Background: an optimization exercise with open tools, aiming at small area and a short achievable clock period. Do not read the settings as production practice. In this exercise RTL edits were held to simulation tests only and were not proved equivalent to the original.

==> flow/design.v (outline; a module is shown in full before it is edited, if it fits) <==
// module div16_reg: 24 lines
// module div_16bit: 1386 lines
// module g_a21oi: 3 lines
// module g_inv: 3 lines
// module g_nand2: 3 lines
// module g_nor2: 3 lines
// module g_nor2b: 3 lines
// module g_o21ai: 3 lines
// module g_xnor2: 3 lines
// module g_xor2: 3 lines
module div16_reg (
    input wire clk,
    input wire [15:0] A,
    input wire [7:0] B,
    output reg [15:0] result,
    output reg [15:0] odd
);
  // ...
==> flow/flow/run.sh <==
#!/bin/bash
set -euo pipefail
bash standard.sh \
  BUFFER_PORTS_ARGS="-buffer_cell sky130_fd_sc_hd__buf_1" \
  SETUP_SLACK_MARGIN=16 \
  ABC_LOAD_IN_FF=1 \
  finish > standard.log 2>&1
==> flow/standard.sh <==
#!/bin/bash
# synth_recipe.tcl (not shown) runs the flow's synth.tcl, then flattens the netlist and writes it again
# the make line also repeats each setting of config.mk as NAME=value (left out here)
make -C /OpenROAD-flow-scripts/flow DESIGN_CONFIG=/design/flow/config.mk WORK_HOME=/design/flow/orfs CLKGATE_MAP_FILE= SYNTH_SCRIPT=/design/flow/synth_recipe.tcl "${@:-finish}"
==> flow/config.mk <==
export PLATFORM = sky130hd
export DESIGN_NAME = div16_reg
export DESIGN_NICKNAME = div16_reg
export VERILOG_FILES = /design/flow/design.v
export SDC_FILE = /design/flow/constraint.sdc
export NUM_CORES = 4
export LEC_CHECK = 0
export CAP_MARGIN = 20
export CORE_MARGIN = 2
export CORE_UTILIZATION = 60
export PLACE_DENSITY = 0.7
export SLEW_MARGIN = 20
export SYNTH_HIERARCHICAL = 1
export SYNTH_MINIMUM_KEEP_SIZE = 0
==> flow/constraint.sdc <==
create_clock -name core_clock -period 36.0 [get_ports {clk}]
set_input_delay 7.2000 -clock core_clock [delete_from_list [all_inputs] [get_ports {clk}]]
set_output_delay 7.2000 -clock core_clock [all_outputs]
set_load 0.01 [all_outputs]
==> impl_table.tex, run 1 <==
\begin{tabular}{lr}
\hline
Metric & Value \\
\hline
\multicolumn{2}{l}{\textbf{Outcome}} \\
Run status & finished clean \\
\multicolumn{2}{l}{\textbf{Routing}} \\
Number of detailed-routing iterations run before antenna repair & 4 \\
Initial detailed-routing violation count & between 200 and 250 \\
\multicolumn{2}{l}{\textbf{Synth}} \\
Share of the synthesized area in the top cell type & 21.9\% \\
Distinct cell type count after synthesis & 25 \\
Mux share of post-synthesis cell area & 0\% \\
Biggest area contributors in the synthesized netlist & dfxtp\_1 (22\%), xor2\_1 (18\%), nor2\_1 (15\%) \\
\multicolumn{2}{l}{\textbf{Min path}} \\
Hold Path Stages & 1 \\
Origin of the worst min-delay path & a\_q[0]\$\_DFF\_P\_ \\
\multicolumn{2}{l}{\textbf{Critical path}} \\
Cell type with the highest occurrence count on the critical path & nor2\_1 \\
Minimum setup slack among reg-to-reg paths & $\sim$17000 ps \\
CP Capture Point & odd[7]\$\_DFF\_P\_ \\
Data arrival, critical path & 18790 ps \\
Logic depth of the worst setup path including buffers & $\sim$110 \\
\multicolumn{2}{l}{\textbf{Final layout}} \\
Commonest cells after routing, fill and taps aside & nor2\_1 (200), nand2\_1 (130), xor2\_1 (101) \\
Area used by multi-input combinational logic & roughly 4100 um\^{}2 \\
Final standard cell utilization of the core & 71.3\% \\
Most common library cell in the layout ignoring fill and taps & nor2\_1 \\
\multicolumn{2}{l}{\textbf{Global route}} \\
Global-route met3 utilization & slightly above 3\% \\
Largest net degree at the start of global routing & 46 \\
\multicolumn{2}{l}{\textbf{Floorplan}} \\
Number of placement rows & 33 \\
\multicolumn{2}{l}{\textbf{Placement}} \\
Setup slack at placement & approximately 14000 ps \\
Number of I/O port buffers & 56 \\
\multicolumn{2}{l}{\textbf{Timing}} \\
Endpoints failing hold & 0 \\
Worst slew margin & around 30\% \\
Pin slew with the least headroom to its limit & approximately 1100 ps \\
Post-route clock period utilization & between 50 and 60\% \\
\hline
\end{tabular}
==> run 2: changes to the inputs <==
--- a/flow/design.v
+++ b/flow/design.v
@@ -25,17 +25,20 @@
 
 module div_16bit (
     input  [15:0] A,
     input  [7:0]  B,
     output [15:0] result,
     output [15:0] odd
 );
 wire [7:0] nb = ~B;
-wire zero = ~|B;
+wire zero, zlo, zhi;
+g_nor4 uz0 (.y(zhi), .a(B[7]), .b(B[6]), .c(B[5]), .d(B[4]));
+g_nor4 uz1 (.y(zlo), .a(B[3]), .b(B[2]), .c(B[1]), .d(B[0]));
+g_and2 uz2 (.y(zero), .a(zhi), .b(zlo));
 wire [7:1] zb, zbn;
 genvar w;
 generate for (w = 1; w < 8; w = w + 1) begin : zbg
     assign zb[w] = ~|B[7:w] & |B[w-1:0];
     assign zbn[w] = ~zb[w];
 end endgenerate
 wire [15:0] q;
 wire g15_1;
@@ -1407,28 +1410,34 @@
 wire r0_676;
 g_xor2 u676 (.y(r0_676), .a(r1_617), .b(m0_675));
 assign result = {q[15:9], zero ? 9'd0 : q[8:0]};
 assign odd    = {zero ? A[15:8] : 8'd0, r0_676, r0_673, r0_670, r0_667, r0_664, r0_661, r0_658, r0_655};
 endmodule
 module g_a21oi (input a, b, c, output y);
 assign y = ~((a & b) | c);
 endmodule
+module g_and2 (input a, b, output y);
+assign y = a & b;
+endmodule
 module g_inv (input a, output y);
 assign y = ~a;
 endmodule
 module g_nand2 (input a, b, output y);
 assign y = ~(a & b);
 endmodule
 module g_nor2 (input a, b, output y);
 assign y = ~(a | b);
 endmodule
 module g_nor2b (input a, b, output y);
 assign y = ~(~a | b);
 endmodule
+module g_nor4 (input a, b, c, d, output y);
+assign y = ~(a | b | c | d);
+endmodule
 module g_o21ai (input a, b, c, output y);
 assign y = ~((a | b) & c);
 endmodule
 module g_xnor2 (input a, b, output y);
 assign y = ~(a ^ b);
 endmodule
 module g_xor2 (input a, b, output y);
 assign y = a ^ b;
==> flow/flow/run.sh (replaced) <==
#!/bin/bash
set -euo pipefail
bash standard.sh \
  BUFFER_PORTS_ARGS="-buffer_cell sky130_fd_sc_hd__buf_1" \
  SETUP_SLACK_MARGIN=15 \
  ABC_LOAD_IN_FF=1 \
  finish > standard.log 2>&1
==> flow/config.mk (replaced) <==
export PLATFORM = sky130hd
export DESIGN_NAME = div16_reg
export DESIGN_NICKNAME = div16_reg
export VERILOG_FILES = /design/flow/design.v
export SDC_FILE = /design/flow/constraint.sdc
export NUM_CORES = 4
export LEC_CHECK = 0
export CAP_MARGIN = 20
export CORE_MARGIN = 2
export CORE_UTILIZATION = 40
export CTS_BUF_LIST = sky130_fd_sc_hd__clkbuf_8
export SLEW_MARGIN = 20
export SYNTH_HIERARCHICAL = 1
export SYNTH_MINIMUM_KEEP_SIZE = 0
==> run 2 against run 1 <==
Final area fell by 1.2%. Non-clock buffer count fell by 3. Clock skew rose by 5.4 ps. Critical path depth did not move. Synthesized cell count fell by 0.13%. Area after synthesis fell by 0.90%. Final cell count rose by 6.8%. Flip-flop and latch count did not move. Core utilization fell by 25 points. Fmax barely moved. Die area rose by 46%.
==> impl_table.tex, run 2 <==
\begin{tabular}{lr}
\hline
Metric & Value \\
\hline
\multicolumn{2}{l}{\textbf{Timing}} \\
Post-route setup TNS & 0 ps \\
Final critical-path setup slack & between 15000 and 20000 ps \\
Pin slew with the least headroom to its limit & 575 ps (-476 ps) \\
Final max-slew violation count & 0 \\
Worst slew margin & 61.2\% (+31 points) \\
Endpoints failing hold & 0 (unchanged) \\
Clock skew after layout & 8.37 ps \\
Minimum period implied by the final worst setup slack & between 15000 and 20000 ps \\
Final setup violation count & 0 \\
Post-route clock period utilization & 51.7\% (about the same) \\
Achievable frequency & 53.7 MHz \\
Setup repair after global routing missed its margin & false \\
Worst hold slack after final layout & between 400 and 500 ps \\
\multicolumn{2}{l}{\textbf{Critical path}} \\
Number of cell instances on the worst register-to-register path & around 110 \\
Critical setup path kind & reg2reg \\
Minimum setup slack among reg-to-reg paths & 17380 ps (-20 ps) \\
Required time at the endpoint of the critical path & around 36000 ps \\
Cell type with the highest occurrence count on the critical path & nor2\_1 \\
Reg-to-reg endpoint & odd[7]\$\_DFF\_P\_ \\
Reg2reg start & b\_q[5]\$\_DFF\_P\_ \\
Delay of the slowest critical-path stage & $\sim$380 ps \\
Critical-path top delay cell & dfxtp\_1 \\
Data arrival, critical path & 18850 ps (+60 ps) \\
Worst setup EP type & flop \\
Critical path peak fanout & 9 \\
Critical path launch point type & flop \\
\multicolumn{2}{l}{\textbf{Final layout}} \\
Final standard cell utilization of the core & 46.5\% (-25 points) \\
Most common library cell in the layout ignoring fill and taps & nor2\_1 \\
Ant. Diodes & 0 \\
Layout Area Growth over Synthesis & 14.7\% \\
Post-layout instance count excluding filler cells & between 1000 and 1500 \\
Final net count & between 800 and 900 \\
Commonest cells after routing, fill and taps aside & nor2\_1 (207), nand2\_1 (130), xor2\_1 (100) \\
Area used by multi-input combinational logic & 3950 um\^{}2 (-2.9\%) \\
Filler cell count in the final layout & around 1400 \\
Final Instance Area & about 5800 um\^{}2 \\
Total area of sequential cells & 1120 um\^{}2 \\
Ratio of cells with drive above 1 in the final layout & under 10\% \\
Largest registers in the final layout & a\_q x16, odd x16, result x16 \\
\multicolumn{2}{l}{\textbf{Synth}} \\
Distinct cell type count after synthesis & 20 (-20\%) \\
Biggest area contributors in the synthesized netlist & dfxtp\_1 (22\%), xor2\_1 (18\%), nor2\_1 (16\%) \\
Most frequent cell after synthesis & nor2\_1 \\
Share of the synthesized area in the top cell type & 22.1\% (+0.20 points) \\
Register bit count reported by yosys & 56 \\
Synthesized-area fraction occupied by ao, oa, aoi and oai cells & about an eighth \\
Dominant cell type by area after synthesis & dfxtp\_1 \\
Post-synth EDFFs & 0 \\
Proportion of synthesized flip-flops having asynchronous set or reset & 0\% \\
Xor/xnor cell area share of the yosys netlist & between 30\% and 40\% \\
Post-synthesis simple-gate area fraction & between 20\% and 30\% \\
Leading register cell type out of synthesis & dfxtp\_1 \\
Synthesized area divided by synthesized cell count & roughly 6.5 um\^{}2 \\
Gate count of the mapped netlist & $\sim$790 \\
Synth warnings & 7 \\
Arithmetic-cell share of the synthesized area counting full adders, half adders and majority gates & 0\% \\
Mux share of post-synthesis cell area & 0\% (unchanged) \\
Main combinational cell family by area after synthesis & XOR/XNOR gates \\
Synthesized cell area & around 5100 um\^{}2 \\
Net count of the mapped netlist & around 800 \\
List of most frequent post-synthesis cells & nor2\_1 (217), nand2\_1 (130), xor2\_1 (103), o21ai\_1 (93), xnor2\_1 (81) \\
Sequential-to-total area share from yosys stat & between 20 and 25\% \\
\multicolumn{2}{l}{\textbf{Floorplan}} \\
Starting density of the core & 40.5\% \\
Die width & 117 um \\
Floorplan die height & 117 um \\
Total core area & between 10000 and 15000 um\^{}2 \\
Boundary Pins & 57 \\
Number of placement rows & 41 (+24\%) \\
Die ar. & 13600 um\^{}2 \\
\multicolumn{2}{l}{\textbf{Placement}} \\
Number of I/O port buffers & 56 (unchanged) \\
Setup slack at placement & 13600 ps (-54.0 ps) \\
Number of placed instances, taps included & around 1000 \\
Last weighted congestion value of the routability-driven placer & a little under 0.8 \\
Standard cell area after detailed placement & $\sim$5400 um\^{}2 \\
HPWL Detailed & about 8000 um \\
\multicolumn{2}{l}{\textbf{CTS}} \\
Maximum root-to-sink buffer count & 2 \\
Worst-skew pair later-pin latency & $\sim$340 ps \\
Total of hold buffers inserted after clock tree synthesis & 0 \\
H-tree depth reported by CTS & 2 \\
Number of buffers created by CTS & 5 \\
Clk slew on worst S/H paths & roughly 110 ps \\
Clock root buffer & clkbuf\_8 \\
TritonCTS clock tree & done \\
TritonCTS sink count & 56 \\
\multicolumn{2}{l}{\textbf{Routing}} \\
Number of detailed-routing iterations run before antenna repair & 5 (+1) \\
Post-detailed-route via-to-cell ratio & $\sim$4.8 \\
Wire per inst & 11.1 um \\
Number of remaining DRC errors & 0 \\
Initial detailed-routing violation count & 225 (+12\%) \\
Count of vias placed by the detailed router & a little under 5000 \\
Wire length after detailed routing & between 10000 and 15000 um \\
Number of routed nets with antenna violations & 0 \\
\multicolumn{2}{l}{\textbf{Global route}} \\
Antenna violations before repair & 0 \\
Largest net degree at the start of global routing & 46 (unchanged) \\
Number of global-route vias before repair & around 4000 \\
Global routing usage summed across all routing layers & between 15 and 20\% \\
Global route overflow & 0 \\
Global-route wire length before repair & 19000 um \\
\multicolumn{2}{l}{\textbf{Outcome}} \\
Run status & finished clean \\
\multicolumn{2}{l}{\textbf{Min path}} \\
Endpoint of the worst hold path & odd[0]\$\_DFF\_P\_ \\
Origin of the worst min-delay path & a\_q[0]\$\_DFF\_P\_ \\
Worst min-delay path category & reg2reg \\
Hold Path Stages & 1 (unchanged) \\
\multicolumn{2}{l}{\textbf{Run}} \\
Max-capacitance violation count & 0 \\
\hline
\end{tabular}
-- run 2: cell types whose count changed after synthesis, sizes merged --
cell	previous run	this run
buf	17	15
o311ai	1	2
nor2	210	217
a31o	1	0
and2	0	9
o41ai	0	1
nor2b	4	5
a21boi	1	0
nor4	2	3
and3	8	0
a211o	1	0
a21oi	41	33
-- run 2: cell type report --
type,count,share of cell area [%]
repair inverters,1,0.0861
inverters,33,2.19
well taps,172,3.70
repair buffers,68,5.16
clock inverters,3,0.452
flip-flops and latches,56,19.3
clock buffers,5,1.18
multi-input cells,681,67.9
-- run 2: kinds of logic (layout without fill, tap and decap cells) --
group,after synthesis,after routing
flip-flops,56,56
AO/OA/AOI/OAI,131,131
AND/OR/NAND/NOR,366,366
XOR/XNOR,184,184
buffers and inverters,49,110
-- run 2: worst max path at each step --
stage	from	endpoint	slack, ps
finish	b_q[5]$_DFF_P_	odd[7]$_DFF_P_	17380
global route	b_q[6]$_DFF_P_	odd[7]$_DFF_P_	14950
CTS	b_q[5]$_DFF_P_	odd[7]$_DFF_P_	15150
detailed placement	b_q[0]$_DFF_P_	odd[6]$_DFF_P_	13600
global placement	b_q[0]$_DFF_P_	odd[4]$_DFF_P_	14050
floorplan	b_q[1]$_DFF_P_	odd[7]$_DFF_P_	16690
-- run 2: per-layer routing --
| layer | routed length [um] | global-route usage [%] | vias to the layer above |
|---|---|---|---|
| met2 | 5140 | 28.6 | 91 |
| li1 | - | - | 2619 |
| met1 | 5520 | 23.4 | 2132 |
| met4 | 114 | 3.69 | 0 |
| met3 | 521 | 2.85 | 10 |
| met5 | 0 | 0 | - |
-- run 2: critical path, delay by kind of cell, from the launching register on --
kind | cells | cell delay, ps
XOR/XNOR | 17 | 4110
buffers and inverters | 4 | 290
AO/OA/AOI/OAI | 41 | 7590
AND/OR/NAND/NOR | 49 | 6090
flip-flops | 1 | 380
-- run 2: per-module statistics from Yosys, one instance, submodules excluded, a selection --
| module | flip-flops and latches | area [um^2] | copies in the design | cells |
|---|---|---|---|---|
| g_o21ai | 0 | 5.00 | 93 | 1 |
| g_nand2 | 0 | 3.75 | 129 | 1 |
| div_16bit | 0 | 307 | 1 | 51 |
| g_nor2 | 0 | 3.75 | 208 | 1 |
| g_nor2b | 0 | 6.26 | 4 | 1 |
| g_nor4 | 0 | 6.26 | 2 | 1 |
| g_a21oi | 0 | 5.00 | 33 | 1 |
| g_xor2 | 0 | 8.76 | 103 | 1 |
-- run 2: what timing repair did --
action,4_1_cts,5_1_grt
setup endpoints to repair,9,10
cloned,1,0
hold endpoints to repair,0,0
pin swaps,0,3
resized for setup,10,42
buffers inserted,0,4
==> run 3: changes to the inputs <==
==> flow/flow/run.sh (replaced) <==
#!/bin/bash
set -euo pipefail
bash standard.sh \
  BUFFER_PORTS_ARGS="-buffer_cell sky130_fd_sc_hd__buf_1" \
  SETUP_SLACK_MARGIN=17 \
  ABC_LOAD_IN_FF=1 \
  finish > standard.log 2>&1
==> run 3 against run 2 <==
Final area is 10% higher. First-iteration DRC count is 1.8% higher. Via count is 3.8% higher. Global-route usage hardly changed. Clock skew is 6.9 ps higher. Register-to-register slack better by 1100 ps. Highest routed layer unchanged. Area after synthesis stayed put. Die area stayed put. Routed wire length is 5.8% higher. Non-clock buffer count is 40 higher.
==> impl_table.tex, run 3 <==
\begin{tabular}{lr}
\hline
Metric & Value \\
\hline
\multicolumn{2}{l}{\textbf{Critical path}} \\
Critical path peak fanout & 9 (unchanged) \\
Data arrival, critical path & 17750 ps (-1100 ps) \\
Reg-to-reg endpoint & odd[7]\$\_DFF\_P\_ \\
Critical-path top delay cell & dfxtp\_1 \\
Critical path launch point type & flop \\
Worst setup EP type & flop \\
Minimum setup slack among reg-to-reg paths & 18490 ps (+1110 ps) \\
Number of cell instances on the worst register-to-register path & 113 (+1.8\%) \\
Delay of the slowest critical-path stage & 380 ps (about the same) \\
Critical setup path kind & reg2reg \\
Cell type with the highest occurrence count on the critical path & nor2\_1 \\
Required time at the endpoint of the critical path & 36240 ps (about the same) \\
Reg2reg start & b\_q[5]\$\_DFF\_P\_ \\
\multicolumn{2}{l}{\textbf{Synth}} \\
Distinct cell type count after synthesis & 20 (unchanged) \\
Arithmetic-cell share of the synthesized area counting full adders, half adders and majority gates & 0\% (unchanged) \\
Synthesized area divided by synthesized cell count & 6.45 um\^{}2 (unchanged) \\
List of most frequent post-synthesis cells & nor2\_1 (217), nand2\_1 (130), xor2\_1 (103), o21ai\_1 (93), xnor2\_1 (81) \\
Synthesized cell area & 5070 um\^{}2 (unchanged) \\
Synth warnings & 7 (unchanged) \\
Post-synth EDFFs & 0 (unchanged) \\
Most frequent cell after synthesis & nor2\_1 \\
Mux share of post-synthesis cell area & 0\% (unchanged) \\
Share of the synthesized area in the top cell type & 22.1\% (unchanged) \\
Sequential-to-total area share from yosys stat & 22.1\% (unchanged) \\
Net count of the mapped netlist & 811 (unchanged) \\
Leading register cell type out of synthesis & dfxtp\_1 \\
Register bit count reported by yosys & 56 (unchanged) \\
Post-synthesis simple-gate area fraction & 28.1\% (unchanged) \\
Proportion of synthesized flip-flops having asynchronous set or reset & 0\% (unchanged) \\
Synthesized-area fraction occupied by ao, oa, aoi and oai cells & 13.3\% (unchanged) \\
Main combinational cell family by area after synthesis & XOR/XNOR gates \\
Biggest area contributors in the synthesized netlist & dfxtp\_1 (22\%), xor2\_1 (18\%), nor2\_1 (16\%) \\
Dominant cell type by area after synthesis & dfxtp\_1 \\
Xor/xnor cell area share of the yosys netlist & 31.8\% (unchanged) \\
Gate count of the mapped netlist & 786 (unchanged) \\
\multicolumn{2}{l}{\textbf{Outcome}} \\
Run status & finished clean \\
\multicolumn{2}{l}{\textbf{Timing}} \\
Final setup violation count & 0 (unchanged) \\
Pin slew with the least headroom to its limit & 859 ps (+284 ps) \\
Worst slew margin & 42.5\% (-19 points) \\
Minimum period implied by the final worst setup slack & 17510 ps (-1110 ps) \\
Achievable frequency & 57.1 MHz (+6.3\%) \\
Post-route clock period utilization & 48.6\% (-3.1 points) \\
Endpoints failing hold & 0 (unchanged) \\
Post-route setup TNS & 0 ps (unchanged) \\
Clock skew after layout & 15.3 ps (+6.89 ps) \\
Final max-slew violation count & 0 (unchanged) \\
Setup repair after global routing missed its margin & false \\
\multicolumn{2}{l}{\textbf{Floorplan}} \\
Number of placement rows & 41 (unchanged) \\
Boundary Pins & 57 (unchanged) \\
Floorplan die height & 117 um (unchanged) \\
Total core area & 12500 um\^{}2 (unchanged) \\
Die ar. & 13600 um\^{}2 (unchanged) \\
Die width & 117 um (unchanged) \\
Starting density of the core & 40.5\% (unchanged) \\
\multicolumn{2}{l}{\textbf{Final layout}} \\
Ratio of cells with drive above 1 in the final layout & 17.4\% (+9.9 points) \\
Most common library cell in the layout ignoring fill and taps & nor2\_1 \\
Final Instance Area & 6420 um\^{}2 (+10\%) \\
Filler cell count in the final layout & 1271 (-7.2\%) \\
Final standard cell utilization of the core & 51.3\% (+4.9 points) \\
Ant. Diodes & 0 (unchanged) \\
Largest registers in the final layout & a\_q x16, odd x16, result x16 \\
Final net count & 913 (+4.8\%) \\
Layout Area Growth over Synthesis & 26.7\% \\
Commonest cells after routing, fill and taps aside & nor2\_1 (203), nand2\_1 (130), xor2\_1 (97) \\
\multicolumn{2}{l}{\textbf{Global route}} \\
Global routing usage summed across all routing layers & 17.2\% (+0.020 points) \\
Global-route wire length before repair & 19000 um (+0.33\%) \\
Largest net degree at the start of global routing & 43 (-6.5\%) \\
Antenna violations before repair & 1 (+1) \\
Global route overflow & 0 (unchanged) \\
Number of global-route vias before repair & 4147 (+3.7\%) \\
\multicolumn{2}{l}{\textbf{Min path}} \\
Worst min-delay path category & reg2reg \\
Hold Path Stages & 1 (unchanged) \\
Endpoint of the worst hold path & odd[0]\$\_DFF\_P\_ \\
Origin of the worst min-delay path & a\_q[0]\$\_DFF\_P\_ \\
\multicolumn{2}{l}{\textbf{Placement}} \\
Last weighted congestion value of the routability-driven placer & 0.818 (+5.9\%) \\
Standard cell area after detailed placement & 5440 um\^{}2 (about the same) \\
Number of I/O port buffers & 56 (unchanged) \\
HPWL Detailed & 7940 um (-2.6\%) \\
\multicolumn{2}{l}{\textbf{Routing}} \\
Count of vias placed by the detailed router & 5034 (+3.8\%) \\
Wire length after detailed routing & 12000 um (+5.8\%) \\
Post-detailed-route via-to-cell ratio & 4.74 (-0.36\%) \\
Wire per inst & 11.3 um (+1.6\%) \\
Number of detailed-routing iterations run before antenna repair & 4 (-1) \\
Initial detailed-routing violation count & 229 (+1.8\%) \\
Number of routed nets with antenna violations & 0 (unchanged) \\
Number of remaining DRC errors & 0 (unchanged) \\
\multicolumn{2}{l}{\textbf{CTS}} \\
TritonCTS sink count & 56 (unchanged) \\
Clock root buffer & clkbuf\_8 \\
H-tree depth reported by CTS & 2 (unchanged) \\
Worst-skew pair later-pin latency & 340 ps (about the same) \\
TritonCTS clock tree & done \\
Clk slew on worst S/H paths & 130 ps (+20 ps) \\
Maximum root-to-sink buffer count & 2 (unchanged) \\
Total of hold buffers inserted after clock tree synthesis & 0 (unchanged) \\
Number of buffers created by CTS & 5 (unchanged) \\
\multicolumn{2}{l}{\textbf{Run}} \\
Max-capacitance violation count & 0 (unchanged) \\
\hline
\end{tabular}
## run 3: modules after synthesis (local to each module, per instance)
module	cells	cell area (um^2)
g_xor2	1	8.76
g_and2	1	6.26
g_nor2	1	3.75
g_nor4	1	6.26
g_nand2	1	3.75
div_16bit	51	307
g_a21oi	1	5.00
g_nor2b	1	6.26
g_o21ai	1	5.00
g_inv	1	3.75
div16_reg	56	1120
g_xnor2	1	8.76
## run 3: kinds of logic after synthesis
group,Yosys count
xor+xnor,184
simple gates,366
flops,56
buf+inv,49
compound gates,131
## run 3: critical path: cells and delay by family (launching register included)
kind                      cells  cell delay, ps
AOI/OAI and AO/OA            41            6310
and+or+nand+nor              49            6270
xor gates and xnor gates     17            3820
buffers and inverters         6             630
DFF                           1             380
## run 3: worst max-delay path by stage
stage | slack [ps] | startpoint | cells after the start | endpoint
after floorplan | 17170 | b_q[1]$_DFF_P_ | 112 | odd[7]$_DFF_P_
after global placement | 13870 | b_q[1]$_DFF_P_ | 109 | odd[5]$_DFF_P_
after detailed placement | 13430 | b_q[1]$_DFF_P_ | 109 | odd[6]$_DFF_P_
after CTS | 17010 | b_q[6]$_DFF_P_ | 111 | odd[7]$_DFF_P_
after global routing | 16660 | b_q[7]$_DFF_P_ | 115 | odd[7]$_DFF_P_
final | 18490 | b_q[5]$_DFF_P_ | 113 | odd[7]$_DFF_P_
## run 3: cell type report
class	instances	area [um^2]	share of cell area, %
timing repair buffer	108	598	9.31
timing repair inverter	2	10.0	0.156
multi-input combinational	682	4250	66.1
inverter	33	128	1.99
sequential	56	1120	17.5
tap	172	215	3.35
clock buffer	5	68.8	1.07
clock inverter	3	33.8	0.526
## run 3: repair_timing
item                       CTS  global route
buffers inserted             3            42
setup endpoints to repair   11            10
resized for setup           38            68
pin swaps                    1            39
cloned                       2             1
## run 3: metrics by stage
step	hold slack [ps]	setup WS, ps	instances
2_1_floorplan	478	17170	786
3_3_place_gp	442	13870	1005
3_5_place_dp	451	13430	1005
4_1_cts	468	17010	1018
5_1_grt	508	16660	1061
6_report	469	18490	1061
## run 3: routing by layer
metal | wire length [um] | track usage [%]
met1 | 5750 | 23.3
met2 | 5650 | 29.4
met3 | 470 | 2.91
met4 | 87 | 2.59
met5 | 0 | 0
==> run 4: changes to the inputs <==
==> flow/flow/run.sh (replaced) <==
#!/bin/bash
set -euo pipefail
bash standard.sh \
  BUFFER_PORTS_ARGS="-buffer_cell sky130_fd_sc_hd__buf_1" \
  SETUP_SLACK_MARGIN=16 \
  ABC_LOAD_IN_FF=1 \
  finish > standard.log 2>&1
--- a/flow/config.mk
+++ b/flow/config.mk
@@ -9,3 +9,3 @@
 export CORE_MARGIN = 2
-export CORE_UTILIZATION = 40
+export CORE_UTILIZATION = 50
 export CTS_BUF_LIST = sky130_fd_sc_hd__clkbuf_8
==> run 4 against run 3 <==
Register-to-register slack worse by 740 ps. Sequential share of layout area up 1.1 points. Fmax down 4.1%. Largest cell class unchanged. Die area down 19%. First-iteration DRC count up 8.3%. Still clean on timing, DRC and antenna.
==> impl_table.tex, run 4 <==
\begin{tabular}{lr}
\hline
Metric & Value \\
\hline
\multicolumn{2}{l}{\textbf{Outcome}} \\
Run status & finished clean \\
\multicolumn{2}{l}{\textbf{Placement}} \\
Last weighted congestion value of the routability-driven placer & 0.808 (-1.2\%) \\
Number of I/O port buffers & 56 (unchanged) \\
Setup slack at placement & 13630 ps (+203 ps) \\
Number of placed instances, taps included & 966 (-3.9\%) \\
HPWL Detailed & 8480 um (+6.8\%) \\
\multicolumn{2}{l}{\textbf{Final layout}} \\
Final net count & 880 (-3.6\%) \\
Post-layout instance count excluding filler cells & 989 (-6.8\%) \\
Layout Area Growth over Synthesis & 18.9\% \\
Most common library cell in the layout ignoring fill and taps & nor2\_1 \\
Commonest cells after routing, fill and taps aside & nor2\_1 (204), nand2\_1 (130), xor2\_1 (94) \\
Ratio of cells with drive above 1 in the final layout & 12.4\% (-5.1 points) \\
Filler cell count in the final layout & 980 (-23\%) \\
Ant. Diodes & 0 (unchanged) \\
Largest registers in the final layout & a\_q x16, odd x16, result x16 \\
\multicolumn{2}{l}{\textbf{Routing}} \\
Count of vias placed by the detailed router & 5033 (-0.020\%) \\
Number of routed nets with antenna violations & 0 (unchanged) \\
Post-detailed-route via-to-cell ratio & 5.09 (+7.3\%) \\
Initial detailed-routing violation count & 248 (+8.3\%) \\
Wire length after detailed routing & 12300 um (+2.7\%) \\
Wire per inst & 12.4 um (+10\%) \\
Number of remaining DRC errors & 0 (unchanged) \\
Number of detailed-routing iterations run before antenna repair & 5 (+1) \\
\multicolumn{2}{l}{\textbf{Global route}} \\
Global route overflow & 0 (unchanged) \\
Global routing usage summed across all routing layers & 21.3\% (+4.1 points) \\
Largest net degree at the start of global routing & 46 (+7.0\%) \\
Antenna violations before repair & 0 (-1) \\
Global-route wire length before repair & 19600 um (+3.2\%) \\
Number of global-route vias before repair & 4353 (+5.0\%) \\
\multicolumn{2}{l}{\textbf{Synth}} \\
Proportion of synthesized flip-flops having asynchronous set or reset & 0\% (unchanged) \\
Synthesized area divided by synthesized cell count & 6.45 um\^{}2 (unchanged) \\
Share of the synthesized area in the top cell type & 22.1\% (unchanged) \\
Distinct cell type count after synthesis & 20 (unchanged) \\
Register bit count reported by yosys & 56 (unchanged) \\
Xor/xnor cell area share of the yosys netlist & 31.8\% (unchanged) \\
Most frequent cell after synthesis & nor2\_1 \\
Synth warnings & 7 (unchanged) \\
Dominant cell type by area after synthesis & dfxtp\_1 \\
Sequential-to-total area share from yosys stat & 22.1\% (unchanged) \\
Mux share of post-synthesis cell area & 0\% (unchanged) \\
Biggest area contributors in the synthesized netlist & dfxtp\_1 (22\%), xor2\_1 (18\%), nor2\_1 (16\%) \\
Leading register cell type out of synthesis & dfxtp\_1 \\
Post-synthesis simple-gate area fraction & 28.1\% (unchanged) \\
Gate count of the mapped netlist & 786 (unchanged) \\
List of most frequent post-synthesis cells & nor2\_1 (217), nand2\_1 (130), xor2\_1 (103), o21ai\_1 (93), xnor2\_1 (81) \\
Synthesized cell area & 5070 um\^{}2 (unchanged) \\
Post-synth EDFFs & 0 (unchanged) \\
Synthesized-area fraction occupied by ao, oa, aoi and oai cells & 13.3\% (unchanged) \\
Net count of the mapped netlist & 811 (unchanged) \\
Main combinational cell family by area after synthesis & XOR/XNOR gates \\
Arithmetic-cell share of the synthesized area counting full adders, half adders and majority gates & 0\% (unchanged) \\
\multicolumn{2}{l}{\textbf{CTS}} \\
TritonCTS clock tree & done \\
Clk slew on worst S/H paths & 110 ps (-20 ps) \\
Worst-skew pair later-pin latency & 340 ps (about the same) \\
Clock root buffer & clkbuf\_8 \\
Number of buffers created by CTS & 5 (unchanged) \\
TritonCTS sink count & 56 (unchanged) \\
Maximum root-to-sink buffer count & 2 (unchanged) \\
Total of hold buffers inserted after clock tree synthesis & 0 (unchanged) \\
H-tree depth reported by CTS & 2 (unchanged) \\
\multicolumn{2}{l}{\textbf{Floorplan}} \\
Number of placement rows & 36 (-12\%) \\
Total core area & 9820 um\^{}2 (-22\%) \\
Die ar. & 11000 um\^{}2 (-19\%) \\
Floorplan die height & 105 um (-10\%) \\
Starting density of the core & 51.7\% (+11 points) \\
Die width & 105 um (-10\%) \\
Boundary Pins & 57 (unchanged) \\
\multicolumn{2}{l}{\textbf{Critical path}} \\
Critical path peak fanout & 9 (unchanged) \\
Reg2reg start & b\_q[6]\$\_DFF\_P\_ \\
Required time at the endpoint of the critical path & 36220 ps (-20 ps) \\
Worst setup EP type & flop \\
Cell type with the highest occurrence count on the critical path & nor2\_1 \\
Delay of the slowest critical-path stage & 380 ps (about the same) \\
Number of cell instances on the worst register-to-register path & 114 (+0.88\%) \\
Critical-path top delay cell & dfxtp\_1 \\
Reg-to-reg endpoint & odd[7]\$\_DFF\_P\_ \\
CP Capture Point & odd[7]\$\_DFF\_P\_ \\
Critical setup path kind & reg2reg \\
Launch point of the worst path & b\_q[6]\$\_DFF\_P\_ \\
Data arrival, critical path & 18470 ps (+720 ps) \\
Critical path launch point type & flop \\
Minimum setup slack among reg-to-reg paths & 17750 ps (-740 ps) \\
\multicolumn{2}{l}{\textbf{Timing}} \\
Achievable frequency & 54.8 MHz (-4.1\%) \\
Worst slew margin & 30.1\% (-12 points) \\
Final max-slew violation count & 0 (unchanged) \\
Endpoints failing hold & 0 (unchanged) \\
Minimum period implied by the final worst setup slack & 18250 ps (+740 ps) \\
Setup repair after global routing missed its margin & false \\
Post-route setup TNS & 0 ps (unchanged) \\
Final setup violation count & 0 (unchanged) \\
Clock skew after layout & 8.38 ps (-6.87 ps) \\
Worst hold slack after final layout & 470 ps (+1.29 ps) \\
Pin slew with the least headroom to its limit & 1040 ps (+183 ps) \\
Final critical-path setup slack & 17750 ps (-740 ps) \\
Post-route clock period utilization & 50.7\% (+2.1 points) \\
\multicolumn{2}{l}{\textbf{Min path}} \\
Worst min-delay path category & reg2reg \\
\multicolumn{2}{l}{\textbf{Run}} \\
Max-capacitance violation count & 0 (unchanged) \\
\hline
\end{tabular}
-- run 4: cell types whose count changed in the layout (fill, tap and decap cells not counted), sizes merged --
cell and change:
nor2 -1, clkinvlp -3, clkbuf -1, clkinv +1, buf -29
-- run 4: logic make-up after synthesis --
logic type / count (synthesis)
XOR/XNOR: 184
AND/OR/NAND/NOR: 366
buffers and inverters: 49
AO/OA/AOI/OAI: 131
flip-flops: 56
-- run 4: worst min path at each step --
stage,depth (start not counted),from,to
floorplan,1,a_q[10]$_DFF_P_,odd[10]$_DFF_P_
global placement,1,a_q[0]$_DFF_P_,odd[0]$_DFF_P_
detailed placement,1,a_q[0]$_DFF_P_,odd[0]$_DFF_P_
CTS,1,a_q[0]$_DFF_P_,odd[0]$_DFF_P_
global route,1,a_q[0]$_DFF_P_,odd[0]$_DFF_P_
finish,1,a_q[0]$_DFF_P_,odd[0]$_DFF_P_
-- run 4: what timing repair did --
| item | 4_1_cts | 5_1_grt |
|---|---|---|
| endpoints found under the hold margin | 0 | 0 |
| buffers inserted | 1 | 14 |
| pin swaps | 2 | 15 |
| setup endpoints to repair | 10 | 10 |
| gates cloned | 0 | 0 |
| gates resized for setup | 28 | 58 |
-- run 4: routing by layer --
metal  wire length (um)  vias up  track usage, %  part of all wire (%)
met5                  0        -               0                     0
met4                121        0            4.38                  0.99
met3                425       11            4.87                   3.5
met2               6120       71            38.2                    50
met1               5600     2330            26.1                    46
li1                   -     2621               -                     -
-- run 4: per-module statistics from Yosys (local to each module, per instance), a selection --
module	area, um^2	flip-flops and latches	cells
g_a21oi	5.00	0	1
g_and2	6.26	0	1
g_nor2b	6.26	0	1
g_nor4	6.26	0	1
g_o21ai	5.00	0	1
g_xor2	8.76	0	1
-- run 4: final cells by class --
type	count	area, um^2	share of cell area (%)
clock buffers	5	68.8	1.14
clock inverters	3	33.8	0.560
multi-input cells	681	4140	68.7
repair buffers	78	375	6.22
flip-flops and latches	56	1120	18.6
well taps	133	166	2.76
inverters	33	124	2.05
-- run 4: metrics by stage --
stage / utilization, % / cell area, um^2
2_1_floorplan: - / 5070
3_3_place_gp: 54.8 / 5390
3_5_place_dp: 54.8 / 5390
4_1_cts: 57.2 / 5620
5_1_grt: 61.4 / 6030
6_report: 61.4 / 6030
-- run 4: critical path, delay by kind of cell (launching register included) --
kind / cells / cell delay [ps]
and+or+nand+nor: 51 / 6470
AOI/OAI and AO/OA: 38 / 6220
xor gates and xnor gates: 18 / 4410
buffers and inverters: 7 / 630
DFF: 1 / 380
==> run 5: changes to the inputs <==
--- a/flow/config.mk
+++ b/flow/config.mk
@@ -9,3 +9,3 @@
 export CORE_MARGIN = 2
-export CORE_UTILIZATION = 50
+export CORE_UTILIZATION = 30
 export CTS_BUF_LIST = sky130_fd_sc_hd__clkbuf_8
==> run 5 against run 4 <==
Critical path depth grew 1. Non-clock buffer count is 3 lower. Final area grew 0.81%. Highest routed layer unchanged. Core utilization decreased by 25 points. Still clean on timing, DRC and antenna. First-iteration DRC count fell by 2.4%. Hold slack worse by 12 ps. Fmax increased by 1.2%. Synthesized cell count unchanged. Via count decreased by 1.6%.
==> impl_table.tex, run 5 <==
\begin{tabular}{lr}
\hline
Metric & Value \\
\hline
\multicolumn{2}{l}{\textbf{Final layout}} \\
Most common library cell in the layout ignoring fill and taps & nor2\_1 \\
Filler cell count in the final layout & 1795 (+83\%) \\
Total area of sequential cells & 1120 um\^{}2 (+0.11\%) \\
Area used by multi-input combinational logic & 4090 um\^{}2 (-1.4\%) \\
Final net count & 878 (-0.23\%) \\
Ratio of cells with drive above 1 in the final layout & 11.0\% (-1.4 points) \\
Largest registers in the final layout & a\_q x16, odd x16, result x16 \\
Ant. Diodes & 0 (unchanged) \\
Layout Area Growth over Synthesis & 19.9\% \\
Final standard cell utilization of the core & 36.7\% (-25 points) \\
Commonest cells after routing, fill and taps aside & nor2\_1 (207), nand2\_1 (130), xor2\_1 (100) \\
\multicolumn{2}{l}{\textbf{Min path}} \\
Worst min-delay path category & reg2reg \\
\multicolumn{2}{l}{\textbf{Outcome}} \\
Run status & finished clean \\
\multicolumn{2}{l}{\textbf{Routing}} \\
Wire length after detailed routing & 12100 um (-1.6\%) \\
Post-detailed-route via-to-cell ratio & 4.61 (-9.4\%) \\
Wire per inst & 11.2 um (-9.4\%) \\
Number of routed nets with antenna violations & 0 (unchanged) \\
Count of vias placed by the detailed router & 4952 (-1.6\%) \\
Number of remaining DRC errors & 0 (unchanged) \\
Number of detailed-routing iterations run before antenna repair & 4 (-1) \\
Initial detailed-routing violation count & 242 (-2.4\%) \\
\multicolumn{2}{l}{\textbf{Floorplan}} \\
Die ar. & 18000 um\^{}2 (+64\%) \\
Number of placement rows & 47 (+31\%) \\
Die width & 134 um (+28\%) \\
Total core area & 16600 um\^{}2 (+69\%) \\
Starting density of the core & 30.6\% (-21 points) \\
Boundary Pins & 57 (unchanged) \\
Floorplan die height & 134 um (+28\%) \\
\multicolumn{2}{l}{\textbf{Synth}} \\
Register bit count reported by yosys & 56 (unchanged) \\
Synthesized cell area & 5070 um\^{}2 (unchanged) \\
Gate count of the mapped netlist & 786 (unchanged) \\
Synthesized area divided by synthesized cell count & 6.45 um\^{}2 (unchanged) \\
Share of the synthesized area in the top cell type & 22.1\% (unchanged) \\
Sequential-to-total area share from yosys stat & 22.1\% (unchanged) \\
Distinct cell type count after synthesis & 20 (unchanged) \\
Leading register cell type out of synthesis & dfxtp\_1 \\
Proportion of synthesized flip-flops having asynchronous set or reset & 0\% (unchanged) \\
Dominant cell type by area after synthesis & dfxtp\_1 \\
Biggest area contributors in the synthesized netlist & dfxtp\_1 (22\%), xor2\_1 (18\%), nor2\_1 (16\%) \\
List of most frequent post-synthesis cells & nor2\_1 (217), nand2\_1 (130), xor2\_1 (103), o21ai\_1 (93), xnor2\_1 (81) \\
Net count of the mapped netlist & 811 (unchanged) \\
Post-synth EDFFs & 0 (unchanged) \\
Synth warnings & 7 (unchanged) \\
Most frequent cell after synthesis & nor2\_1 \\
\multicolumn{2}{l}{\textbf{Placement}} \\
Last weighted congestion value of the routability-driven placer & 0.796 (-1.5\%) \\
Number of I/O port buffers & 56 (unchanged) \\
HPWL Detailed & 8580 um (+1.2\%) \\
Setup slack at placement & 13430 ps (-195 ps) \\
\multicolumn{2}{l}{\textbf{Critical path}} \\
Critical path launch point type & flop \\
Critical path peak fanout & 9 (unchanged) \\
Required time at the endpoint of the critical path & 36240 ps (+20 ps) \\
Delay of the slowest critical-path stage & 380 ps (about the same) \\
Cell type with the highest occurrence count on the critical path & nor2\_1 \\
Critical path buffers and inverters & 7 (unchanged) \\
Minimum setup slack among reg-to-reg paths & 17970 ps (+220 ps) \\
Critical setup path kind & reg2reg \\
Critical-path top delay cell & dfxtp\_1 \\
Worst setup EP type & flop \\
Data arrival, critical path & 18270 ps (-200 ps) \\
Kind of cell with the highest combined delay on the critical path & simple AND/OR/NAND/NOR gates \\
\multicolumn{2}{l}{\textbf{Global route}} \\
Global-route wire length before repair & 19700 um (about the same) \\
Antenna violations before repair & 0 (unchanged) \\
Global routing usage summed across all routing layers & 13.1\% (-8.2 points) \\
Largest net degree at the start of global routing & 47 (+2.2\%) \\
Global route overflow & 0 (unchanged) \\
Number of global-route vias before repair & 4213 (-3.2\%) \\
\multicolumn{2}{l}{\textbf{Timing}} \\
Final critical-path setup slack & 17970 ps (+221 ps) \\
Clock skew after layout & 22.6 ps (+14.2 ps) \\
Setup repair after global routing missed its margin & false \\
Final max-slew violation count & 0 (unchanged) \\
Worst slew margin & 32.2\% (+2.1 points) \\
Pin slew with the least headroom to its limit & 1010 ps (-30.7 ps) \\
Endpoints failing hold & 0 (unchanged) \\
Achievable frequency & 55.5 MHz (+1.2\%) \\
Final setup violation count & 0 (unchanged) \\
Post-route setup TNS & 0 ps (unchanged) \\
Worst hold slack after final layout & 458 ps (-12.1 ps) \\
Post-route clock period utilization & 50.1\% (-0.61 points) \\
Minimum period implied by the final worst setup slack & 18030 ps (-221 ps) \\
\multicolumn{2}{l}{\textbf{CTS}} \\
Clock root buffer & clkbuf\_8 \\
TritonCTS clock tree & done \\
Clk slew on worst S/H paths & 120 ps (about the same) \\
H-tree depth reported by CTS & 2 (unchanged) \\
Number of buffers created by CTS & 5 (unchanged) \\
TritonCTS sink count & 56 (unchanged) \\
Maximum root-to-sink buffer count & 2 (unchanged) \\
Worst-skew pair later-pin latency & 350 ps (about the same) \\
\multicolumn{2}{l}{\textbf{Run}} \\
Max-capacitance violation count & 0 (unchanged) \\
\hline
\end{tabular}
-- run 5: changes by cell type in the layout (fill, tap and decap cells not counted), sizes merged --
cell | before | now
clkbuf | 5 | 6
buf | 78 | 75
clkinvlp | 0 | 2
clkinv | 3 | 2
inv | 33 | 32
-- run 5: what timing repair did --
action	4_1_cts	5_1_grt
pin swaps	1	11
buffers inserted	1	13
hold buffers	0	0
gates resized for setup	18	59
setup endpoints to repair	10	10
gates cloned	1	0
-- run 5: modules after synthesis, one instance, submodules excluded --
module / copies in the design / cell area (um^2) / cells inside / flops+latches
g_nor4: 2 / 6.26 / 1 / 0
div_16bit: 1 / 307 / 51 / 0
div16_reg: 1 / 1120 / 56 / 56
g_nor2: 208 / 3.75 / 1 / 0
g_nand2: 129 / 3.75 / 1 / 0
g_xnor2: 81 / 8.76 / 1 / 0
g_o21ai: 93 / 5.00 / 1 / 0
g_nor2b: 4 / 6.26 / 1 / 0
g_xor2: 103 / 8.76 / 1 / 0
g_and2: 1 / 6.26 / 1 / 0
g_a21oi: 33 / 5.00 / 1 / 0
g_inv: 25 / 3.75 / 1 / 0
-- run 5: final cells by class --
type	instances	share of cell area (%)
Sequential cell	56	18.5
Clock inverter	2	0.226
Multi-Input combinational cell	681	67.2
Timing Repair inverter	1	0.0823
Inverter	33	2.10
Tap cell	220	4.53
Timing Repair Buffer	75	6.05
Clock buffer	6	1.36
-- run 5: per-layer routing --
layer  GRT usage [%]  routed length (um)  vias to the layer above
met5               0                   0                        -
met4            4.15                 276                        0
met3            2.46                 402                       24
met2            22.6                5850                       85
met1            16.6                5550                     2216
li1                -                   -                     2627
-- run 5: worst paths after layout --
path,from,endpoint,depth (start not counted)
hold reg to reg,a_q[0]$_DFF_P_,odd[0]$_DFF_P_,1
setup / recovery,b_q[6]$_DFF_P_,odd[7]$_DFF_P_,115
hold / removal,a_q[0]$_DFF_P_,odd[0]$_DFF_P_,1
setup reg to reg,b_q[6]$_DFF_P_,odd[7]$_DFF_P_,115
-- run 5: cell families (layout without fill, tap and decap cells) --
| logic type | Yosys count | count (layout) | synth area share, % |
|---|---|---|---|
| AO/OA/AOI/OAI | 131 | 131 | 13.3 |
| AND/OR/NAND/NOR | 366 | 366 | 28.1 |
| XOR/XNOR | 184 | 184 | 31.8 |
| buffers and inverters | 49 | 117 | 4.74 |
| flip-flops | 56 | 56 | 22.1 |
-- run 5: through the flow --
step,cells,instance area [um^2]
global route,1074,6080
floorplan,786,5070
detailed placement,1051,5490
CTS,1061,5650
global placement,1050,5470
finish,1074,6080
==> run 6: changes to the inputs <==
--- a/flow/config.mk
+++ b/flow/config.mk
@@ -9,3 +9,3 @@
 export CORE_MARGIN = 2
-export CORE_UTILIZATION = 30
+export CORE_UTILIZATION = 40
 export CTS_BUF_LIST = sky130_fd_sc_hd__clkbuf_8
==> run 6 against run 5 <==
Critical path depth fell by 4. Routed wire length decreased by 4.4%. Clock skew decreased by 15 ps. Fmax is 0.29% higher. Area after synthesis is the same.
==> impl_table.tex, run 6 <==
\begin{tabular}{lr}
\hline
Metric & Value \\
\hline
\multicolumn{2}{l}{\textbf{Global route}} \\
Global routing usage summed across all routing layers & 17.2\% (+4.1 points) \\
Antenna violations before repair & 0 (unchanged) \\
Global-route wire length before repair & 19000 um (-3.1\%) \\
Largest net degree at the start of global routing & 46 (-2.1\%) \\
Global route overflow & 0 (unchanged) \\
Number of global-route vias before repair & 4031 (-4.3\%) \\
\multicolumn{2}{l}{\textbf{Synth}} \\
Dominant cell type by area after synthesis & dfxtp\_1 \\
Most frequent cell after synthesis & nor2\_1 \\
Gate count of the mapped netlist & 786 (unchanged) \\
Share of the synthesized area in the top cell type & 22.1\% (unchanged) \\
List of most frequent post-synthesis cells & nor2\_1 (217), nand2\_1 (130), xor2\_1 (103), o21ai\_1 (93), xnor2\_1 (81) \\
Xor/xnor cell area share of the yosys netlist & 31.8\% (unchanged) \\
Synthesized area divided by synthesized cell count & 6.45 um\^{}2 (unchanged) \\
Sequential-to-total area share from yosys stat & 22.1\% (unchanged) \\
Distinct cell type count after synthesis & 20 (unchanged) \\
Arithmetic-cell share of the synthesized area counting full adders, half adders and majority gates & 0\% (unchanged) \\
Leading register cell type out of synthesis & dfxtp\_1 \\
Synthesized-area fraction occupied by ao, oa, aoi and oai cells & 13.3\% (unchanged) \\
Main combinational cell family by area after synthesis & XOR/XNOR gates \\
Register bit count reported by yosys & 56 (unchanged) \\
Net count of the mapped netlist & 811 (unchanged) \\
Post-synthesis simple-gate area fraction & 28.1\% (unchanged) \\
Synth warnings & 7 (unchanged) \\
Synthesized cell area & 5070 um\^{}2 (unchanged) \\
Proportion of synthesized flip-flops having asynchronous set or reset & 0\% (unchanged) \\
Mux share of post-synthesis cell area & 0\% (unchanged) \\
Post-synth EDFFs & 0 (unchanged) \\
Biggest area contributors in the synthesized netlist & dfxtp\_1 (22\%), xor2\_1 (18\%), nor2\_1 (16\%) \\
\multicolumn{2}{l}{\textbf{Timing}} \\
Pin slew with the least headroom to its limit & 576 ps (-435 ps) \\
Achievable frequency & 55.6 MHz (+0.29\%) \\
Post-route setup TNS & 0 ps (unchanged) \\
Final max-slew violation count & 0 (unchanged) \\
Post-route clock period utilization & 49.9\% (-0.14 points) \\
Worst hold slack after final layout & 462 ps (+3.87 ps) \\
Worst slew margin & 61.1\% (+29 points) \\
Clock skew after layout & 7.93 ps (-14.7 ps) \\
Setup repair after global routing missed its margin & false \\
Final setup violation count & 0 (unchanged) \\
Endpoints failing hold & 0 (unchanged) \\
Minimum period implied by the final worst setup slack & 17980 ps (-51.5 ps) \\
\multicolumn{2}{l}{\textbf{Critical path}} \\
Cell type with the highest occurrence count on the critical path & nor2\_1 \\
Required time at the endpoint of the critical path & 36230 ps (about the same) \\
Critical path peak fanout & 9 (unchanged) \\
Data arrival, critical path & 18210 ps (-60 ps) \\
Critical path launch point type & flop \\
Delay of the slowest critical-path stage & 380 ps (about the same) \\
Critical setup path kind & reg2reg \\
Minimum setup slack among reg-to-reg paths & 18020 ps (+50 ps) \\
Number of cell instances on the worst register-to-register path & 111 (-3.5\%) \\
Critical-path top delay cell & dfxtp\_1 \\
Worst setup EP type & flop \\
Reg-to-reg endpoint & odd[7]\$\_DFF\_P\_ \\
Reg2reg start & b\_q[5]\$\_DFF\_P\_ \\
\multicolumn{2}{l}{\textbf{Floorplan}} \\
Starting density of the core & 40.5\% (+9.9 points) \\
Boundary Pins & 57 (unchanged) \\
Floorplan die height & 117 um (-13\%) \\
Total core area & 12500 um\^{}2 (-25\%) \\
Number of placement rows & 41 (-13\%) \\
Die ar. & 13600 um\^{}2 (-24\%) \\
Die width & 117 um (-13\%) \\
\multicolumn{2}{l}{\textbf{CTS}} \\
Clk slew on worst S/H paths & 110 ps (about the same) \\
Total of hold buffers inserted after clock tree synthesis & 0 (unchanged) \\
Worst-skew pair later-pin latency & 340 ps (about the same) \\
TritonCTS clock tree & done \\
H-tree depth reported by CTS & 2 (unchanged) \\
TritonCTS sink count & 56 (unchanged) \\
Number of buffers created by CTS & 5 (unchanged) \\
Maximum root-to-sink buffer count & 2 (unchanged) \\
Clock root buffer & clkbuf\_8 \\
\multicolumn{2}{l}{\textbf{Final layout}} \\
Commonest cells after routing, fill and taps aside & nor2\_1 (207), nand2\_1 (130), xor2\_1 (99) \\
Ratio of cells with drive above 1 in the final layout & 10.7\% (-0.30 points) \\
Final net count & 874 (-0.46\%) \\
Most common library cell in the layout ignoring fill and taps & nor2\_1 \\
Largest registers in the final layout & a\_q x16, odd x16, result x16 \\
Layout Area Growth over Synthesis & 17.9\% \\
Ant. Diodes & 0 (unchanged) \\
\multicolumn{2}{l}{\textbf{Min path}} \\
Origin of the worst min-delay path & a\_q[0]\$\_DFF\_P\_ \\
Hold Path Stages & 1 (unchanged) \\
Worst min-delay path category & reg2reg \\
Endpoint of the worst hold path & odd[0]\$\_DFF\_P\_ \\
\multicolumn{2}{l}{\textbf{Routing}} \\
Wire length after detailed routing & 11500 um (-4.4\%) \\
Wire per inst & 11.3 um (+0.47\%) \\
Number of routed nets with antenna violations & 0 (unchanged) \\
Number of remaining DRC errors & 0 (unchanged) \\
Initial detailed-routing violation count & 193 (-20\%) \\
Post-detailed-route via-to-cell ratio & 4.77 (+3.4\%) \\
Number of detailed-routing iterations run before antenna repair & 5 (+1) \\
Count of vias placed by the detailed router & 4873 (-1.6\%) \\
\multicolumn{2}{l}{\textbf{Placement}} \\
Number of I/O port buffers & 56 (unchanged) \\
HPWL Detailed & 8150 um (-5.0\%) \\
Last weighted congestion value of the routability-driven placer & 0.773 (-2.9\%) \\
\multicolumn{2}{l}{\textbf{Run}} \\
Max-capacitance violation count & 0 (unchanged) \\
\multicolumn{2}{l}{\textbf{Outcome}} \\
Run status & finished clean \\
\hline
\end{tabular}
run 6: how the worst max path moves through the flow:
stage,to,start,cells after the start
2_1_floorplan,odd[7]$_DFF_P_,b_q[1]$_DFF_P_,112
3_3_place_gp,odd[4]$_DFF_P_,b_q[0]$_DFF_P_,109
3_5_place_dp,odd[6]$_DFF_P_,b_q[0]$_DFF_P_,109
4_1_cts,odd[7]$_DFF_P_,b_q[5]$_DFF_P_,111
5_1_grt,odd[7]$_DFF_P_,b_q[6]$_DFF_P_,112
6_report,odd[7]$_DFF_P_,b_q[5]$_DFF_P_,111
run 6: kinds of logic after synthesis:
logic type | after synthesis
xor gates and xnor gates | 184
DFF | 56
and+or+nand+nor | 366
AOI/OAI and AO/OA | 131
buffers and inverters | 49
run 6: final cells by class:
type                    count  area, um^2
clock buffers               5        68.8
clock inverters             3        26.3
fillers                  1353        6540
inverters                  33         128
multi-input cells         681        4090
flip-flops and latches     56        1120
well taps                 172         215
repair buffers             71         323
repair inverters            1        5.00
run 6: Yosys stat by module (local to each module, per instance):
module | cell area, um^2 | flops+latches | cells | copies in the design
div16_reg | 1120 | 56 | 56 | 1
g_a21oi | 5.00 | 0 | 1 | 33
g_and2 | 6.26 | 0 | 1 | 1
g_nor4 | 6.26 | 0 | 1 | 2
g_xor2 | 8.76 | 0 | 1 | 103
g_nor2b | 6.26 | 0 | 1 | 4
g_inv | 3.75 | 0 | 1 | 25
g_xnor2 | 8.76 | 0 | 1 | 81
g_nor2 | 3.75 | 0 | 1 | 208
div_16bit | 307 | 0 | 51 | 1
g_o21ai | 5.00 | 0 | 1 | 93
g_nand2 | 3.75 | 0 | 1 | 129
run 6: worst max-delay path: cells and delay by family (launching register included):
kind                   cells  cell delay [ps]
buffers and inverters      4              310
AO/OA/AOI/OAI             41             7010
flip-flops                 1              380
AND/OR/NAND/NOR           49             6050
XOR/XNOR                  17             4090
run 6: timing repair:
item,in CTS,in global routing
setup endpoints to repair,10,10
pin swaps,1,8
gates cloned,1,0
gates resized for setup,16,61
setup buffers,2,5
run 6: metrics by stage:
stage / std cells / util [%] / setup WS (ps) / cell area [um^2]
floorplan: 786 / - / 16690 / 5070
global placement: 1006 / 43.5 / 14050 / 5440
detailed placement: 1006 / 43.5 / 13600 / 5440
CTS: 1017 / 44.8 / 16020 / 5610
global route: 1022 / 47.8 / 15880 / 5980
finish: 1022 / 47.8 / 18020 / 5980
run 6: routing by layer:
layer	vias to the layer above	routed length, um	GRT usage (%)
met3	10	393	2.91
li1	2625	-	-
met1	2178	5610	23.5
met5	-	0	0
met4	0	118	3.22
met2	60	5430	29.0
==> run 7: changes to the inputs <==
--- a/flow/flow/run.sh
+++ b/flow/flow/run.sh
@@ -5,2 +5,3 @@
   SETUP_SLACK_MARGIN=16 \
+  SETUP_MOVE_SEQUENCE=unbuffer,sizeup,swap \
   ABC_LOAD_IN_FF=1 \
==> run 7 against run 6 <==
Routed wire length is 0.33% lower. Clock-buffer cell count stayed put. Final area is 0.50% lower. Clock skew is 0.67 ps lower. Hold slack better by 0.55 ps. Still clean on timing, DRC and antenna. Die area stayed put. Final cell count is 0.78% lower. Critical path type unchanged. Setup slack worse by 69 ps. First-iteration DRC count is 21% higher. Global-route usage is 0.087 points lower. Area after synthesis stayed put.
==> impl_table.tex, run 7 <==
\begin{tabular}{lr}
\hline
Metric & Value \\
\hline
\multicolumn{2}{l}{\textbf{Placement}} \\
Last weighted congestion value of the routability-driven placer & 0.773 (unchanged) \\
Number of I/O port buffers & 56 (unchanged) \\
Standard cell area after detailed placement & 5440 um\^{}2 (unchanged) \\
HPWL Detailed & 8150 um (unchanged) \\
\multicolumn{2}{l}{\textbf{Synth}} \\
Leading register cell type out of synthesis & dfxtp\_1 \\
Biggest area contributors in the synthesized netlist & dfxtp\_1 (22\%), xor2\_1 (18\%), nor2\_1 (16\%) \\
Share of the synthesized area in the top cell type & 22.1\% (unchanged) \\
Sequential-to-total area share from yosys stat & 22.1\% (unchanged) \\
Synth warnings & 7 (unchanged) \\
Proportion of synthesized flip-flops having asynchronous set or reset & 0\% (unchanged) \\
Synthesized cell area & 5070 um\^{}2 (unchanged) \\
Dominant cell type by area after synthesis & dfxtp\_1 \\
Register bit count reported by yosys & 56 (unchanged) \\
Gate count of the mapped netlist & 786 (unchanged) \\
Post-synth EDFFs & 0 (unchanged) \\
Distinct cell type count after synthesis & 20 (unchanged) \\
Synthesized area divided by synthesized cell count & 6.45 um\^{}2 (unchanged) \\
\multicolumn{2}{l}{\textbf{CTS}} \\
Total of hold buffers inserted after clock tree synthesis & 0 (unchanged) \\
Clk slew on worst S/H paths & 110 ps (about the same) \\
H-tree depth reported by CTS & 2 (unchanged) \\
Worst-skew pair later-pin latency & 340 ps (about the same) \\
TritonCTS clock tree & done \\
Maximum root-to-sink buffer count & 2 (unchanged) \\
Postcts setup bufs & 0 (-2) \\
Number of buffers created by CTS & 5 (unchanged) \\
TritonCTS sink count & 56 (unchanged) \\
\multicolumn{2}{l}{\textbf{Timing}} \\
Achievable frequency & 55.4 MHz (-0.38\%) \\
Worst hold slack after final layout & 462 ps (+0.548 ps) \\
Post-route clock period utilization & 50.1\% (+0.19 points) \\
Endpoints failing hold & 0 (unchanged) \\
Final max-slew violation count & 0 (unchanged) \\
Worst slew margin & 61.0\% (about the same) \\
Setup repair after global routing missed its margin & false \\
Minimum period implied by the final worst setup slack & 18050 ps (+68.7 ps) \\
Post-route setup TNS & 0 ps (unchanged) \\
Clock skew after layout & 7.27 ps (-0.666 ps) \\
Final setup violation count & 0 (unchanged) \\
\multicolumn{2}{l}{\textbf{Routing}} \\
Number of routed nets with antenna violations & 0 (unchanged) \\
Initial detailed-routing violation count & 234 (+21\%) \\
Wire per inst & 11.3 um (+0.46\%) \\
Post-detailed-route via-to-cell ratio & 4.72 (-1.1\%) \\
\multicolumn{2}{l}{\textbf{Critical path}} \\
Minimum setup slack among reg-to-reg paths & 17950 ps (-70 ps) \\
Data arrival, critical path & 18270 ps (+60 ps) \\
Worst setup EP type & flop \\
Cell type with the highest occurrence count on the critical path & nor2\_1 \\
Critical path launch point type & flop \\
Reg-to-reg endpoint & odd[7]\$\_DFF\_P\_ \\
Reg2reg start & b\_q[0]\$\_DFF\_P\_ \\
\multicolumn{2}{l}{\textbf{Floorplan}} \\
Total core area & 12500 um\^{}2 (unchanged) \\
Starting density of the core & 40.5\% (unchanged) \\
Die width & 117 um (unchanged) \\
Floorplan die height & 117 um (unchanged) \\
Number of placement rows & 41 (unchanged) \\
Boundary Pins & 57 (unchanged) \\
\multicolumn{2}{l}{\textbf{Min path}} \\
Origin of the worst min-delay path & a\_q[0]\$\_DFF\_P\_ \\
\multicolumn{2}{l}{\textbf{Final layout}} \\
Final Instance Area & 5950 um\^{}2 (-0.50\%) \\
Layout Area Growth over Synthesis & 17.3\% \\
Ant. Diodes & 0 (unchanged) \\
Final net count & 866 (-0.92\%) \\
Ratio of cells with drive above 1 in the final layout & 10.6\% (-0.14 points) \\
Largest registers in the final layout & a\_q x16, odd x16, result x16 \\
Most common library cell in the layout ignoring fill and taps & nor2\_1 \\
\multicolumn{2}{l}{\textbf{Global route}} \\
Global route overflow & 0 (unchanged) \\
Number of global-route vias before repair & 4012 (-0.47\%) \\
Antenna violations before repair & 0 (unchanged) \\
Global routing usage summed across all routing layers & 17.2\% (-0.087 points) \\
\multicolumn{2}{l}{\textbf{Run}} \\
Max-capacitance violation count & 0 (unchanged) \\
\multicolumn{2}{l}{\textbf{Outcome}} \\
Run status & finished clean \\
\hline
\end{tabular}
run 7: cell counts after synthesis:
Identical to the previous run, type by type.
run 7: through the flow:
step | cells | setup slack, ps
final | 1014 | 17950
after global routing | 1014 | 15880
after CTS | 1014 | 16090
after detailed placement | 1006 | 13600
after global placement | 1006 | 14050
after floorplan | 786 | 16690
run 7: worst max-delay path by stage:
stage | from | end | slack [ps] | depth (start not counted)
6_report | b_q[0]$_DFF_P_ | odd[7]$_DFF_P_ | 17950 | 111
5_1_grt | b_q[6]$_DFF_P_ | odd[7]$_DFF_P_ | 15880 | 112
4_1_cts | b_q[0]$_DFF_P_ | odd[7]$_DFF_P_ | 16090 | 111
3_5_place_dp | b_q[0]$_DFF_P_ | odd[6]$_DFF_P_ | 13600 | 109
3_3_place_gp | b_q[0]$_DFF_P_ | odd[4]$_DFF_P_ | 14050 | 109
2_1_floorplan | b_q[1]$_DFF_P_ | odd[7]$_DFF_P_ | 16690 | 112
run 7: layout make-up:
class / instances / area (um^2)
sequential: 56 / 1120
multi-input combinational: 681 / 4120
fill: 1358 / 6570
inverter: 33 / 128
timing repair buffer: 64 / 270
tap: 172 / 215
clock inverter: 3 / 26.3
clock buffer: 5 / 68.8
run 7: per-module statistics from Yosys (local to each module, per instance):
| module | cells inside | copies in the design | area (um^2) |
|---|---|---|---|
| g_nor2b | 1 | 4 | 6.26 |
| div_16bit | 51 | 1 | 307 |
| g_xor2 | 1 | 103 | 8.76 |
| g_and2 | 1 | 1 | 6.26 |
| g_nor4 | 1 | 2 | 6.26 |
| g_o21ai | 1 | 93 | 5.00 |
| g_xnor2 | 1 | 81 | 8.76 |
| g_inv | 1 | 25 | 3.75 |
| g_nand2 | 1 | 129 | 3.75 |
| g_nor2 | 1 | 208 | 3.75 |
| div16_reg | 56 | 1 | 1120 |
| g_a21oi | 1 | 33 | 5.00 |
run 7: logic make-up after synthesis:
logic type / Yosys count / synth area share (%)
AND/OR/NAND/NOR: 366 / 28.1
XOR/XNOR: 184 / 31.8
AO/OA/AOI/OAI: 131 / 13.3
flip-flops: 56 / 22.1
buffers and inverters: 49 / 4.74
run 7: what timing repair did:
action | in CTS | in global routing
pin swaps | 1 | 20
setup endpoints to repair | 10 | 10
resized for setup | 19 | 66
run 7: layer usage:
| layer | track usage, % | part of all wire, % |
|---|---|---|
| met1 | 23.4 | 50 |
| met2 | 28.8 | 46 |
| met3 | 2.91 | 3.3 |
| met4 | 3.22 | 1.1 |
| met5 | 0 | 0 |
run 7: critical path, delay by kind of cell (launching register included):
family                    cells  cell delay (ps)
AOI/OAI and AO/OA            43             7210
xor gates and xnor gates     17             3920
buffers and inverters         5              740
DFF                           1              480
and+or+nand+nor              46             5500

static timing again, ports no longer ideal:
No port has a modelled driver above. Below, the same layouts with a new extraction and two added sets of constraints.
Step 1: set_driving_cell puts a clkbuf_16 on clk and a buf_2 on each other input, an assumption about the parent block.
Step 2 adds t to the input delays and takes it off the output delays; t is the mean of the earliest and latest rising clock arrival at the registers after step 1. Input paths then give back, and output paths get back, about the clock's delay inside the block.
Three values: ideal ports, drivers, drivers and shift; two values: the first two.
| run | t (ns) | slack for setup (ns) | worst setup path after step 2 | worst data-port slew with drivers (ns) | cell pins on the clock port's net |
|---|---|---|---|---|---|
| run 1 | 0.330 | 17.396 / 17.396 / 17.396 | register to register | 0.05 | 1 |
| run 2 | 0.367 | 17.380 / 17.380 / 17.380 | register to register | 0.05 | 1 |
| run 3 | 0.367 | 18.491 / 18.491 / 18.491 | register to register | 0.05 | 1 |
| run 4 | 0.372 | 17.751 / 17.751 / 17.751 | register to register | 0.05 | 1 |
| run 5 | 0.370 | 17.972 / 17.972 / 17.972 | register to register | 0.05 | 1 |
| run 6 | 0.362 | 18.023 / 18.023 / 18.023 | register to register | 0.05 | 1 |
| run 7 | 0.363 | 17.955 / 17.955 / 17.955 | register to register | 0.05 | 1 |
After both steps every run listed still meets setup and hold.
